This design comes from an exercise in tuning for small area on the open sky130 flow, not from production work. Function was checked by simulation only, so behaviour that the tests miss may differ from the original. Power is estimated from default activity; no workload was simulated.

==> flow/design.v (excerpt) <==
module controller(
    input clk,
    input rst,
    input cash_out_btn,
    input add_btn,
    input gamble_btn,
    input status_btn,
    input buffer_5,
    input buffer_10,
    input buffer_20,
    output wire [3:0] n_cnt,
    output wire [7:0] seg,
    output wire [2:0] red,
    output wire [2:0] green,
    output wire [1:0] blue,
    output wire hsync,
    output wire vsync
    );
Size in the first run: about 1000 cells after synthesis, about 31 I/O pins.
clock: 15.0 ns
lec_check: 0
cap_margin: 20
core_margin: 2
core_utilization: 70
slew_margin: 20
standard.sh (not shown) runs the stock make flow with config.mk's settings and CLKGATE_MAP_FILE= SYNTH_SCRIPT=/design/flow/synth_recipe.tcl, a recipe that flattens the netlist after the stock synthesis.
==> flow/flow/run.sh <==
#!/bin/bash
# Layout flow: the standard synthesis, then the combinational logic between
# the (unchanged) registers is re-mapped with an area-oriented ABC script (a few
# random seeds, keeping the smallest result), then the standard layout
# (floorplan to finish) on that netlist, with a smaller clock-tree buffer, no
# CTS dummy loads and the smallest buffer on the ports.
set -euo pipefail
W=$PWD
R=$W/orfs/results/$FLOW_PLATFORM/controller/base
YOSYS=$(command -v yosys || echo "$FLOW_HOME/../tools/install/yosys/bin/yosys")

bash standard.sh synth > $W/log_1_standard_synth.log 2>&1
cp $R/1_2_yosys.v $W/std_1_2_yosys.v

# 2. re-map the logic between the registers
export RESYN_LIB=$FLOW_HOME/platforms/$FLOW_PLATFORM/lib/sky130_fd_sc_hd__tt_025C_1v80.lib
export RESYN_IN=$W/std_1_2_yosys.v
export RESYN_DONT_USE="$(sed -n '/DONT_USE_CELLS +=/,/^$/p' $FLOW_HOME/platforms/$FLOW_PLATFORM/config.mk | grep -o 'sky130_fd_sc_hd__[a-z0-9_]*' | tr '\n' ' ')"
# twelve runs in two waves of six: three ABC recipes, several random seeds;
# keep the smallest result
RUNS="a1 a2 a3 b1 b2 b3 a4 a5 b4 c1 c2 c3"
for WAVE in "a1 a2 a3 b1 b2 b3" "a4 a5 b4 c1 c2 c3"; do
  for RS in $WAVE; do
    K=${RS:0:1}; S=${RS:1}
    mkdir -p $W/resyn_$RS
    sed "s/@SEED@/$S/" $W/flow/resyn_$K.abc > $W/resyn_$RS/resyn.abc
    ( cd $W/resyn_$RS && RESYN_ABC=$W/resyn_$RS/resyn.abc RESYN_OUT=$W/resyn_$RS/resyn_1_2_yosys.v \
        timeout 1200 $YOSYS -c $W/flow/resyn.tcl > $W/log_2_resyn_$RS.log 2>&1 ) &
  done
  wait || true
done
BEST=""; BESTA=""
for RS in $RUNS; do
  F=$W/resyn_$RS/resyn_stat_after.txt
  [[ -f $F && -f $W/resyn_$RS/resyn_1_2_yosys.v ]] || continue
  A=$(grep "Chip area" $F | tail -1 | awk '{print $NF}')
  echo "run $RS area $A" >> $W/log_2_resyn_pick.log
  if [[ -z $BEST ]] || awk "BEGIN{exit !($A < $BESTA)}"; then BEST=$RS; BESTA=$A; fi
done
echo "picked run $BEST area $BESTA" >> $W/log_2_resyn_pick.log
cp $W/resyn_$BEST/resyn_1_2_yosys.v $R/1_2_yosys.v
rm -f $R/1_synth.odb $R/1_synth.sdc

# 3. standard layout from the new netlist
bash standard.sh \
  "CTS_ARGS=-sink_clustering_enable -repair_clock_nets -dont_use_dummy_load -buf_list sky130_fd_sc_hd__clkbuf_8" \
  "BUFFER_PORTS_ARGS=-buffer_cell sky130_fd_sc_hd__buf_1" \
  finish > $W/log_3_standard_layout.log 2>&1
Other scripts of this flow, unchanged in this note and not shown: flow/flow/resyn.tcl, flow/flow/resyn_a.abc, flow/flow/resyn_b.abc, flow/flow/resyn_c.abc
Edit:
--- a/flow/config.mk
+++ b/flow/config.mk
@@ -6,6 +6,6 @@
 export NUM_CORES = 4
 export LEC_CHECK = 0
-export CAP_MARGIN = 20
+export CAP_MARGIN = 0
 export CORE_MARGIN = 2
 export CORE_UTILIZATION = 70
-export SLEW_MARGIN = 20
+export SLEW_MARGIN = 0
=> Routed wire length increases by 5.4%. Cell area increases by 0.53%. Total power increases by 1.3%. Flip-flop and latch count is unchanged. Register-to-register slack gets better by 0.52 ns. Area after synthesis increases by 0.67%. Setup slack gets better by 0.52 ns. Global-route usage increases by 0.98 points. Maximum frequency increases by 6.3%. Via count increases by 2.5%. Utilization stays flat.

---

controller, a different RTL version from the one above (not shown whole).
Size in the first run: ~930 cells after synthesis, ~31 I/O pins.
==> flow/design.v (excerpt) <==
module controller(
    input clk,
    input rst,
    input cash_out_btn,
    input add_btn,
    input gamble_btn,
    input status_btn,
    input buffer_5,
    input buffer_10,
    input buffer_20,
    output wire [3:0] n_cnt,
    output wire [7:0] seg,
    output wire [2:0] red,
    output wire [2:0] green,
    output wire [1:0] blue,
    output wire hsync,
    output wire vsync
    );
export LEC_CHECK = 0
export CAP_MARGIN = 20
export CORE_MARGIN = 2
export CORE_UTILIZATION = 40
export SLEW_MARGIN = 20
create_clock -name core_clock -period 15.0 [get_ports {clk}]
==> flow/flow/run.sh <==
#!/bin/bash
# Layout flow: the standard synthesis, then the combinational logic between
# the (unchanged) registers is re-mapped with an area-oriented ABC script, then
# the standard layout (floorplan to finish) on that netlist.
set -euo pipefail
W=$PWD
R=$W/orfs/results/$FLOW_PLATFORM/controller/base
YOSYS=$(command -v yosys || echo "$FLOW_HOME/../tools/install/yosys/bin/yosys")

bash standard.sh synth > $W/log_1_standard_synth.log 2>&1
cp $R/1_2_yosys.v $W/std_1_2_yosys.v

# 2. re-map the logic between the registers
export RESYN_LIB=$FLOW_HOME/platforms/$FLOW_PLATFORM/lib/sky130_fd_sc_hd__tt_025C_1v80.lib
export RESYN_IN=$W/std_1_2_yosys.v
export RESYN_OUT=$W/resyn_1_2_yosys.v
export RESYN_ABC=$W/flow/resyn.abc
export RESYN_DONT_USE="$(sed -n '/DONT_USE_CELLS +=/,/^$/p' $FLOW_HOME/platforms/$FLOW_PLATFORM/config.mk | grep -o 'sky130_fd_sc_hd__[a-z0-9_]*' | tr '\n' ' ')"
$YOSYS -c $W/flow/resyn.tcl > $W/log_2_resyn.log 2>&1
cp $RESYN_OUT $R/1_2_yosys.v
rm -f $R/1_synth.odb $R/1_synth.sdc

# 3. standard layout from the new netlist
bash standard.sh "CTS_ARGS=-sink_clustering_enable -repair_clock_nets -dont_use_dummy_load -buf_list sky130_fd_sc_hd__clkbuf_8 -sink_clustering_size 25" "BUFFER_PORTS_ARGS=-buffer_cell sky130_fd_sc_hd__buf_1" finish > $W/log_3_standard_layout.log 2>&1
==> flow/flow/resyn.abc <==
strash; &get -n; &deepsyn -T 60; &dch -f; &nf -a; &put
Other scripts of this flow, unchanged in this note and not shown: flow/flow/resyn.tcl
The baseline ran to the end with no violations.
Then changed:
--- a/flow/flow/run.sh
+++ b/flow/flow/run.sh
@@ -22,3 +22,3 @@
 
 # 3. standard layout from the new netlist
-bash standard.sh "CTS_ARGS=-sink_clustering_enable -repair_clock_nets -dont_use_dummy_load -buf_list sky130_fd_sc_hd__clkbuf_8 -sink_clustering_size 25" "BUFFER_PORTS_ARGS=-buffer_cell sky130_fd_sc_hd__buf_1" finish > $W/log_3_standard_layout.log 2>&1
+bash standard.sh "CTS_ARGS=-sink_clustering_enable -repair_clock_nets -dont_use_dummy_load -buf_list sky130_fd_sc_hd__clkbuf_8" "BUFFER_PORTS_ARGS=-buffer_cell sky130_fd_sc_hd__buf_1" finish > $W/log_3_standard_layout.log 2>&1
==> flow/flow/resyn.abc (replaced) <==
strash; &get -n; &deepsyn -T 60; &put; dch -f; amap; strash; dch -f; amap; topo
- CORE_UTILIZATION: 40 -> 70
After rerunning: Power decreases by a quarter to a third; final cell count went up by a few percent; design area came out lower by a few percent; first-iteration DRC count rose by well over a third; combinational power goes down by well over a third; sequential share of layout area rose by 1.9 points; synthesized cell count climbs by roughly a tenth; worst hold slack gets worse by 0.035 ns; sequential power goes down by a few percent; setup slack is worse by 0.31 ns.
Then changed:
==> flow/flow/resyn.abc (replaced) <==
strash; &get -n; &deepsyn -T 60; &dch -f; &nf -a; &put
- CORE_UTILIZATION: 70 -> 40
Effect: The changed run finished with timing, DRC and antenna clean; setup slack gains 0.31 ns; wire length shrinks by 2.1%; power grows by 50%; critical path depth goes down by 24; worst hold slack is better by 0.035 ns; cell area rises by 5.2%; synthesized area came out higher by 3.5%; first-iteration DRC count is lower by 33%; count of clock-buffer cells in the layout does not change.

---

controller, a different RTL version from the one above (not shown whole).
Size: roughly 1,000 cells after synthesis, about 31 I/O pins, ~7200 µm² of cells after synthesis.
clock: 15.0 ns
lec_check: 0
cap_margin: 20
core_margin: 2
core_utilization: 70
slew_margin: 20
==> flow/flow/run.sh <==
#!/bin/bash
# Layout flow: the standard synthesis, then the combinational logic between
# the (unchanged) registers is re-mapped with an area-oriented ABC script (a few
# random seeds, keeping the smallest result), then the standard layout
# (floorplan to finish) on that netlist, with a smaller clock-tree buffer, no
# CTS dummy loads and the smallest buffer on the ports.
set -euo pipefail
W=$PWD
R=$W/orfs/results/$FLOW_PLATFORM/controller/base
YOSYS=$(command -v yosys || echo "$FLOW_HOME/../tools/install/yosys/bin/yosys")

bash standard.sh synth > $W/log_1_standard_synth.log 2>&1
cp $R/1_2_yosys.v $W/std_1_2_yosys.v

# 2. re-map the logic between the registers
export RESYN_LIB=$FLOW_HOME/platforms/$FLOW_PLATFORM/lib/sky130_fd_sc_hd__tt_025C_1v80.lib
export RESYN_IN=$W/std_1_2_yosys.v
export RESYN_DONT_USE="$(sed -n '/DONT_USE_CELLS +=/,/^$/p' $FLOW_HOME/platforms/$FLOW_PLATFORM/config.mk | grep -o 'sky130_fd_sc_hd__[a-z0-9_]*' | tr '\n' ' ')"
for S in 1 2 3 4; do
  mkdir -p $W/resyn_$S
  sed "s/@SEED@/$S/" $W/flow/resyn.abc > $W/resyn_$S/resyn.abc
  ( cd $W/resyn_$S && RESYN_ABC=$W/resyn_$S/resyn.abc RESYN_OUT=$W/resyn_$S/resyn_1_2_yosys.v \
      $YOSYS -c $W/flow/resyn.tcl > $W/log_2_resyn_$S.log 2>&1 ) &
done
wait
BEST=""; BESTA=""
for S in 1 2 3 4; do
  F=$W/resyn_$S/resyn_stat_after.txt
  [[ -f $F && -f $W/resyn_$S/resyn_1_2_yosys.v ]] || continue
  A=$(grep "Chip area" $F | tail -1 | awk '{print $NF}')
  echo "seed $S area $A" >> $W/log_2_resyn_pick.log
  if [[ -z $BEST ]] || awk "BEGIN{exit !($A < $BESTA)}"; then BEST=$S; BESTA=$A; fi
done
echo "picked seed $BEST area $BESTA" >> $W/log_2_resyn_pick.log
cp $W/resyn_$BEST/resyn_1_2_yosys.v $R/1_2_yosys.v
rm -f $R/1_synth.odb $R/1_synth.sdc

# 3. standard layout from the new netlist
bash standard.sh \
  "CTS_ARGS=-sink_clustering_enable -repair_clock_nets -dont_use_dummy_load -buf_list sky130_fd_sc_hd__clkbuf_8" \
  "BUFFER_PORTS_ARGS=-buffer_cell sky130_fd_sc_hd__buf_1" \
  finish > $W/log_3_standard_layout.log 2>&1
==> flow/flow/resyn.abc <==
strash; &get -n; &deepsyn -S @SEED@ -T 60; &put; dch -f; amap; strash; dch -f; amap; topo
==> flow/flow/resyn.tcl <==
# Re-map the combinational logic of the standard synthesis netlist.
# Registers stay as they are (same instances, names and cell types).
set lib $::env(RESYN_LIB)
set du {}
foreach c $::env(RESYN_DONT_USE) { lappend du -dont_use $c }
# 1. flatten the mapped cells into plain logic, keeping the flip-flops as cells
yosys read_liberty -ignore_miss_func -ignore_miss_data_latch $lib
yosys read_verilog $::env(RESYN_IN)
yosys hierarchy -top controller
yosys tee -o resyn_stat_before.txt stat -liberty $lib
yosys blackbox sky130_fd_sc_hd__df* sky130_fd_sc_hd__edf* sky130_fd_sc_hd__sdf* sky130_fd_sc_hd__dl*
yosys flatten
yosys opt_clean -purge
yosys select controller
yosys write_verilog -selected -noattr resyn_flat.v
yosys design -reset
# 2. map the logic again
yosys read_liberty -lib $lib
yosys read_verilog resyn_flat.v
yosys hierarchy -top controller
yosys techmap
yosys opt -purge
yosys abc -liberty $lib {*}$du -script $::env(RESYN_ABC)
yosys opt_clean -purge
yosys splitnets
yosys opt_clean -purge
yosys hilomap -singleton -hicell sky130_fd_sc_hd__conb_1 HI -locell sky130_fd_sc_hd__conb_1 LO
yosys insbuf -buf sky130_fd_sc_hd__buf_1 A X
yosys check -assert -mapped
yosys tee -o resyn_stat_after.txt stat -liberty $lib
yosys write_verilog -noattr -nohex -nodec $::env(RESYN_OUT)
The baseline ran to the end with no violations.
Rerun with:
--- a/flow/flow/run.sh
+++ b/flow/flow/run.sh
@@ -17,20 +17,23 @@
 export RESYN_IN=$W/std_1_2_yosys.v
 export RESYN_DONT_USE="$(sed -n '/DONT_USE_CELLS +=/,/^$/p' $FLOW_HOME/platforms/$FLOW_PLATFORM/config.mk | grep -o 'sky130_fd_sc_hd__[a-z0-9_]*' | tr '\n' ' ')"
-for S in 1 2 3 4; do
-  mkdir -p $W/resyn_$S
-  sed "s/@SEED@/$S/" $W/flow/resyn.abc > $W/resyn_$S/resyn.abc
-  ( cd $W/resyn_$S && RESYN_ABC=$W/resyn_$S/resyn.abc RESYN_OUT=$W/resyn_$S/resyn_1_2_yosys.v \
-      $YOSYS -c $W/flow/resyn.tcl > $W/log_2_resyn_$S.log 2>&1 ) &
+# six runs: two ABC recipes, three random seeds each; keep the smallest
+RUNS="a1 a2 a3 b1 b2 b3"
+for RS in $RUNS; do
+  K=${RS:0:1}; S=${RS:1}
+  mkdir -p $W/resyn_$RS
+  sed "s/@SEED@/$S/" $W/flow/resyn_$K.abc > $W/resyn_$RS/resyn.abc
+  ( cd $W/resyn_$RS && RESYN_ABC=$W/resyn_$RS/resyn.abc RESYN_OUT=$W/resyn_$RS/resyn_1_2_yosys.v \
+      timeout 1200 $YOSYS -c $W/flow/resyn.tcl > $W/log_2_resyn_$RS.log 2>&1 ) &
 done
-wait
+wait || true
 BEST=""; BESTA=""
-for S in 1 2 3 4; do
-  F=$W/resyn_$S/resyn_stat_after.txt
-  [[ -f $F && -f $W/resyn_$S/resyn_1_2_yosys.v ]] || continue
+for RS in $RUNS; do
+  F=$W/resyn_$RS/resyn_stat_after.txt
+  [[ -f $F && -f $W/resyn_$RS/resyn_1_2_yosys.v ]] || continue
   A=$(grep "Chip area" $F | tail -1 | awk '{print $NF}')
-  echo "seed $S area $A" >> $W/log_2_resyn_pick.log
-  if [[ -z $BEST ]] || awk "BEGIN{exit !($A < $BESTA)}"; then BEST=$S; BESTA=$A; fi
+  echo "run $RS area $A" >> $W/log_2_resyn_pick.log
+  if [[ -z $BEST ]] || awk "BEGIN{exit !($A < $BESTA)}"; then BEST=$RS; BESTA=$A; fi
 done
-echo "picked seed $BEST area $BESTA" >> $W/log_2_resyn_pick.log
+echo "picked run $BEST area $BESTA" >> $W/log_2_resyn_pick.log
 cp $W/resyn_$BEST/resyn_1_2_yosys.v $R/1_2_yosys.v
 rm -f $R/1_synth.odb $R/1_synth.sdc
==> flow/flow/resyn_a.abc (new file) <==
strash; &get -n; &deepsyn -S @SEED@ -T 60; &put; strash; dch -f; amap -F 4 -A 16; strash; dch -f; amap -F 4 -A 16; strash; dch -f; amap -F 4 -A 16; topo
==> flow/flow/resyn_b.abc (new file) <==
strash; &get -n; &deepsyn -S @SEED@ -T 60; &put; strash; dch -f; amap -F 2 -A 8; strash; dch -f; amap -F 2 -A 8; strash; dch -f; amap -F 2 -A 8; strash; dch -f; amap -F 2 -A 8; topo
removed: flow/flow/resyn.abc
Hold slack gets better by 0.0086 ns.
Total power goes up by 0.85%.
Synthesized cell count drops by 0.69%.
Worst setup slack gets worse by 0.36 ns.
Maximum frequency fell by 4.1%.
Global-route usage rises by 1.5 points.
Cell count decreases by 1.0%.
Synthesized area came out lower by 0.90%.
Clock power hardly moves.
Combinational power went up by 7.3%.
Die area came out lower by 0.87%.

-- separate check: timing with driven ports --
In the flow no input, the clock included, has a driving cell. The finished layouts below were timed again as built, in two steps.
Step 1, drivers: a clkbuf_16 drives clk and a buf_2 each remaining input, both assumed.
Step 2 also shifts input and output timing later by t, the mid clock arrival at the registers, as if the neighbouring blocks saw the same clock.
Three values: ideal ports, drivers, drivers and shift; two values: the first two.
run | shift t [ns] | setup WS [ns] | hold WS [ns] | cell pins on the clock port's net
the first run of note 1 | 0.464 | 6.128 / 6.128 / 6.128 | 0.413 / 0.413 / 0.413 | 1
the second run of note 1 | 0.466 | 6.653 / 6.653 / 6.653 | 0.421 / 0.421 / 0.421 | 1
the first run of note 2 | 0.467 | 6.673 / 6.673 / 6.673 | 0.435 / 0.435 / 0.435 | 1
the second run of note 2 | 0.480 | 6.361 / 6.361 / 6.361 | 0.400 / 0.400 / 0.400 | 1
the third run of note 2 | 0.467 | 6.673 / 6.673 / 6.673 | 0.435 / 0.435 / 0.435 | 1
the first run of note 3 | 0.467 | 6.655 / 6.655 / 6.655 | 0.411 / 0.411 / 0.411 | 1
the second run of note 3 | 0.470 | 6.294 / 6.294 / 6.294 | 0.419 / 0.419 / 0.419 | 1
After both steps every run listed still meets setup and hold.
